From an optimization exercise on the open Yosys and OpenROAD flow, aimed at small area; shortcuts taken in it are not production practice. In this exercise RTL edits were held to simulation tests only and were not proved equivalent to the original. Power is estimated from default activity; no workload was simulated.

== main ==
==> flow/design.v <==
`timescale 1ns / 1ps
module MouseHandler(clk,rst,ps2_c_in,ps2_d_in,ps2_c_oe,ps2_d_oe,ps2_d_out,XMouseVGA,YMouseVGA,Botones);
input clk, rst;
input ps2_c_in, ps2_d_in;
output ps2_c_oe, ps2_d_oe, ps2_d_out;
output reg [9:0] XMouseVGA, YMouseVGA;
output reg [2:0] Botones;
reg fb;
reg [2:0] frun;
reg edge_c;
wire fsat = (frun == 3'd0);
wire all1 = fb & fsat;
wire all0 = ~fb & fsat;
wire fall_edge = edge_c & all0;
always @(posedge clk or posedge rst)
	if (rst) begin
		fb <= 1'b0;
		frun <= 3'd0;
		edge_c <= 1'b0;
	end else begin
		fb <= ps2_c_in;
		if (ps2_c_in != fb)
			frun <= 3'b001;
		else
			frun <= {frun[1:0], (~frun[2] & frun[1]) | (frun[2] & ~frun[1] & frun[0])};
		edge_c <= all1 | (edge_c & ~all0);
	end
reg go, s1, s2, s3;
wire tx_idle = ~(s1 | s2 | s3);
assign ps2_c_oe = s1;
assign ps2_d_oe = s2;
reg [3:0] cuenta;
wire trama = (cuenta == 4'd10);
localparam [15:0] LFSR_A = 16'h5d4b;
localparam [15:0] LFSR_B = 16'h5e0f;
localparam [15:0] LFSR_T = 16'hfbd0;
reg [15:0] tmr;
wire hit = (tmr == LFSR_T);
wire done = go & tx_idle;
wire tmr_load = ~go | (s2 & fall_edge & trama);
wire tmr_step = s1 | s3 | (s2 & fall_edge);
wire lfsr_fb = tmr[0] ^ tmr[3] ^ tmr[4] ^ tmr[5];
wire shift_x, shift_y;
wire [15:0] tmr_next = tmr_load ? (go ? LFSR_B : LFSR_A) :
	{done ? ps2_d_in : lfsr_fb, tmr[15:9], done ? ps2_d_in : tmr[8], tmr[7:1]};
always @(posedge clk) begin
	if (tmr_load | tmr_step | shift_x)
		tmr[7:0] <= tmr_next[7:0];
	if (tmr_load | tmr_step | shift_y)
		tmr[15:8] <= tmr_next[15:8];
end
assign ps2_d_out = tmr[0];
wire [7:0] dx = tmr[7:0];
wire [7:0] dy = tmr[15:8];
always @(posedge clk or posedge rst)
	if (rst) begin
		go <= 1'b0;
		s1 <= 1'b0;
		s2 <= 1'b0;
		s3 <= 1'b0;
	end else begin
		go <= 1'b1;
		s1 <= ~go | (s1 & ~hit);
		s2 <= (s1 & hit) | (s2 & ~(fall_edge & trama));
		s3 <= (s2 & fall_edge & trama) | (s3 & ~hit);
	end
localparam R0 = 3'd0, R1 = 3'd1, R2 = 3'd2, R3 = 3'd3, R4 = 3'd4;
reg [2:0] rxs;
wire rx_start = ~ps2_d_in & ps2_c_in & tx_idle;
wire clr_bits = (rxs == R0) & tx_idle;
wire shift = (rxs == R2) & ~trama;
wire rx_done = (rxs == R4);
always @(posedge clk or posedge rst)
	if (rst)
		rxs <= R0;
	else
		case (rxs)
			R0: rxs <= rx_start ? R1 : R0;
			R1: rxs <= fall_edge ? R2 : R1;
			R2: rxs <= R3;
			R3: rxs <= trama ? R4 : R1;
			default: rxs <= R0;
		endcase
always @(posedge clk)
	if (clr_bits)
		cuenta <= 4'd0;
	else
		cuenta <= cuenta ^ {&{cuenta[2:0], fall_edge}, &{cuenta[1:0], fall_edge}, cuenta[0] & fall_edge, fall_edge};
reg [1:0] nbyte;
wire listo = nbyte[1] & ~nbyte[0];
wire slot0 = ~nbyte[1] & ~nbyte[0];
wire slot1 = ~nbyte[1] & nbyte[0];
wire slot2 = nbyte[1] & nbyte[0];
always @(posedge clk or posedge rst)
	if (rst)
		nbyte <= 2'b00;
	else begin
		nbyte[0] <= rx_done ? ~nbyte[1] : nbyte[0];
		nbyte[1] <= nbyte[0] & (rx_done | nbyte[1]);
	end
reg [5:0] st;    
assign shift_x = done & shift & slot1;
assign shift_y = done & shift & slot2;
always @(posedge clk) begin
	if (shift & slot0 & ~cuenta[3] & ~(cuenta[2] & (cuenta[1] | cuenta[0])))
		st[2:0] <= {ps2_d_in, st[2:1]};
	if (shift & slot0 & ~cuenta[3] & cuenta[2] & cuenta[1])
		st[5:4] <= {ps2_d_in, st[5]};
end
wire [9:0] nx = ~XMouseVGA;
wire [9:0] ny = ~YMouseVGA;
wire [9:0] gdx = {10{listo}} & {{2{st[4]}}, dx};
wire [9:0] gdy = {10{listo}} & {{2{st[5]}}, dy};
reg [9:0] xn, yn;
reg cx, cy;
integer i;
always @* begin
	cx = 1'b0; cy = 1'b0;
	for (i = 0; i < 10; i = i + 1) begin
		xn[i] = nx[i] ^ gdx[i] ^ cx;
		cx = (nx[i] & gdx[i]) | (nx[i] & cx) | (gdx[i] & cx);
		yn[i] = ny[i] ^ gdy[i] ^ cy;
		cy = (ny[i] & gdy[i]) | (ny[i] & cy) | (gdy[i] & cy);
	end
end
always @(posedge clk or posedge rst)
	if (rst) begin
		XMouseVGA <= 10'b0;
		YMouseVGA <= 10'b0;
	end else begin
		XMouseVGA <= ~xn;
		YMouseVGA <= ~yn;
	end
always @(posedge clk or posedge rst)
	if (rst)
		Botones <= 3'b0;
	else if (listo)
		Botones <= st[2:0];
endmodule
Settings: LEC_CHECK=0, CAP_MARGIN=20, CORE_MARGIN=2, CORE_UTILIZATION=60, SLEW_MARGIN=20; clock period 10.0 ns.
standard.sh (not shown) runs the stock make flow with config.mk's settings and CLKGATE_MAP_FILE= SYNTH_SCRIPT=/design/flow/synth_recipe.tcl, a recipe that flattens the netlist after the stock synthesis.
==> flow/flow/run.sh <==
#!/bin/bash
# The standard layout with these changes:
#  * after the standard synthesis, the combinational logic is re-mapped by
#    ABC for area (flip-flops, full-adder and tie cells kept as they are), the
#    result is proven equivalent to the standard netlist, and combinational
#    cells are set to their smallest drive strength;
#  * port buffers use the smallest buffer cell (sky130_fd_sc_hd__buf_1);
#  * clock tree built from clkbuf_4 without dummy loads.
set -euo pipefail
export PATH=$PATH:/OpenROAD-flow-scripts/tools/install/yosys/bin
export BUFFER_PORTS_ARGS="-buffer_cell sky130_fd_sc_hd__buf_1"
export CTS_ARGS="-sink_clustering_enable -repair_clock_nets -dont_use_dummy_load -buf_list sky130_fd_sc_hd__clkbuf_4"
R=$PWD/orfs/results/$FLOW_PLATFORM/MouseHandler/base
LIB=$FLOW_HOME/platforms/$FLOW_PLATFORM/lib/sky130_fd_sc_hd__tt_025C_1v80.lib
bash standard.sh $R/1_2_yosys.v > synth_flow.log 2>&1
cp $R/1_2_yosys.v standard_synth.v
bash flow/reabc.sh $R/1_2_yosys.v $LIB > reabc.log 2>&1
python3 flow/downsize.py $R/1_2_yosys.v $LIB > downsize.log 2>&1
bash flow/eqcheck.sh standard_synth.v $R/1_2_yosys.v $LIB > eqcheck.log 2>&1
bash standard.sh finish > standard_flow.log 2>&1
Other scripts of this flow, unchanged in this note and not shown: flow/flow/downsize.py, flow/flow/eqcheck.sh, flow/flow/reabc.sh
[inputs] the feature branch vs main
--- a/flow/design.v
+++ b/flow/design.v
@@ -2,9 +2,9 @@
 module MouseHandler(clk,rst,ps2_c_in,ps2_d_in,ps2_c_oe,ps2_d_oe,ps2_d_out,XMouseVGA,YMouseVGA,Botones);
 input clk, rst;
 input ps2_c_in, ps2_d_in;
 output ps2_c_oe, ps2_d_oe, ps2_d_out;
-output reg [9:0] XMouseVGA, YMouseVGA;
+output [9:0] XMouseVGA, YMouseVGA;
 output reg [2:0] Botones;
 reg fb;
 reg [2:0] frun;
 reg edge_c;
@@ -106,10 +106,11 @@
 		st[2:0] <= {ps2_d_in, st[2:1]};
 	if (shift & slot0 & ~cuenta[3] & cuenta[2] & cuenta[1])
 		st[5:4] <= {ps2_d_in, st[5]};
 end
-wire [9:0] nx = ~XMouseVGA;
-wire [9:0] ny = ~YMouseVGA;
+reg [9:0] nx, ny;
+assign XMouseVGA = ~nx;
+assign YMouseVGA = ~ny;
 wire [9:0] gdx = {10{listo}} & {{2{st[4]}}, dx};
 wire [9:0] gdy = {10{listo}} & {{2{st[5]}}, dy};
 reg [9:0] xn, yn;
 reg cx, cy;
@@ -124,13 +125,13 @@
 	end
 end
 always @(posedge clk or posedge rst)
 	if (rst) begin
-		XMouseVGA <= 10'b0;
-		YMouseVGA <= 10'b0;
+		nx <= 10'h3ff;
+		ny <= 10'h3ff;
 	end else begin
-		XMouseVGA <= ~xn;
-		YMouseVGA <= ~yn;
+		nx <= xn;
+		ny <= yn;
 	end
 always @(posedge clk or posedge rst)
 	if (rst)
 		Botones <= 3'b0;
[summary]
Cell area power density down about 0.8% in the feature branch wrt main
Count of placed standard cells in the final layout, fillers left out essentially unchanged between the feature branch and main.
The feature branch vs main, part of the power in the clock network went down by 0.4 points.
Changes observed in the feature branch relative to main: synthesized area held steady; fraction of final layout cells sized beyond drive strength 1 went up 7.5 points; number of buffers outside the clock class in the layout now sits higher.
The headroom to the max-slew limit of the feature branch falls short of that of main by 5.6 points.
~same die extent in y in the feature branch and main

==> separate check: timing with driven ports <==
Ports are ideal in the flow. The routed layouts listed here were re-timed in OpenROAD.
Step 1 sets driving cells, clkbuf_16 on the clock port and buf_2 on the other inputs (assumed; they add their load-dependent delay and slew).
Step 2 moves the port delays by t, midway between the first and last clock arrival at a register: inputs arrive t later, outputs are due t later. That takes back most of the time a late clock gives input paths.
Slacks: ideal / step 1 / step 2; pairs: ideal / step 1.
| run | shift t [ns] | setup slack, ns | hold WS [ns] | worst register clock-pin slew, ns | pins driven straight from the clock port |
|---|---|---|---|---|---|
| main | 0.409 | 5.558 / 5.558 / 5.558 | 0.459 / 0.459 / 0.459 | 0.10 / 0.10 | 1 |
| the feature branch | 0.409 | 5.419 / 5.419 / 5.419 | 0.461 / 0.461 / 0.461 | 0.10 / 0.10 | 1 |
After both steps setup and hold are still met in every run listed.
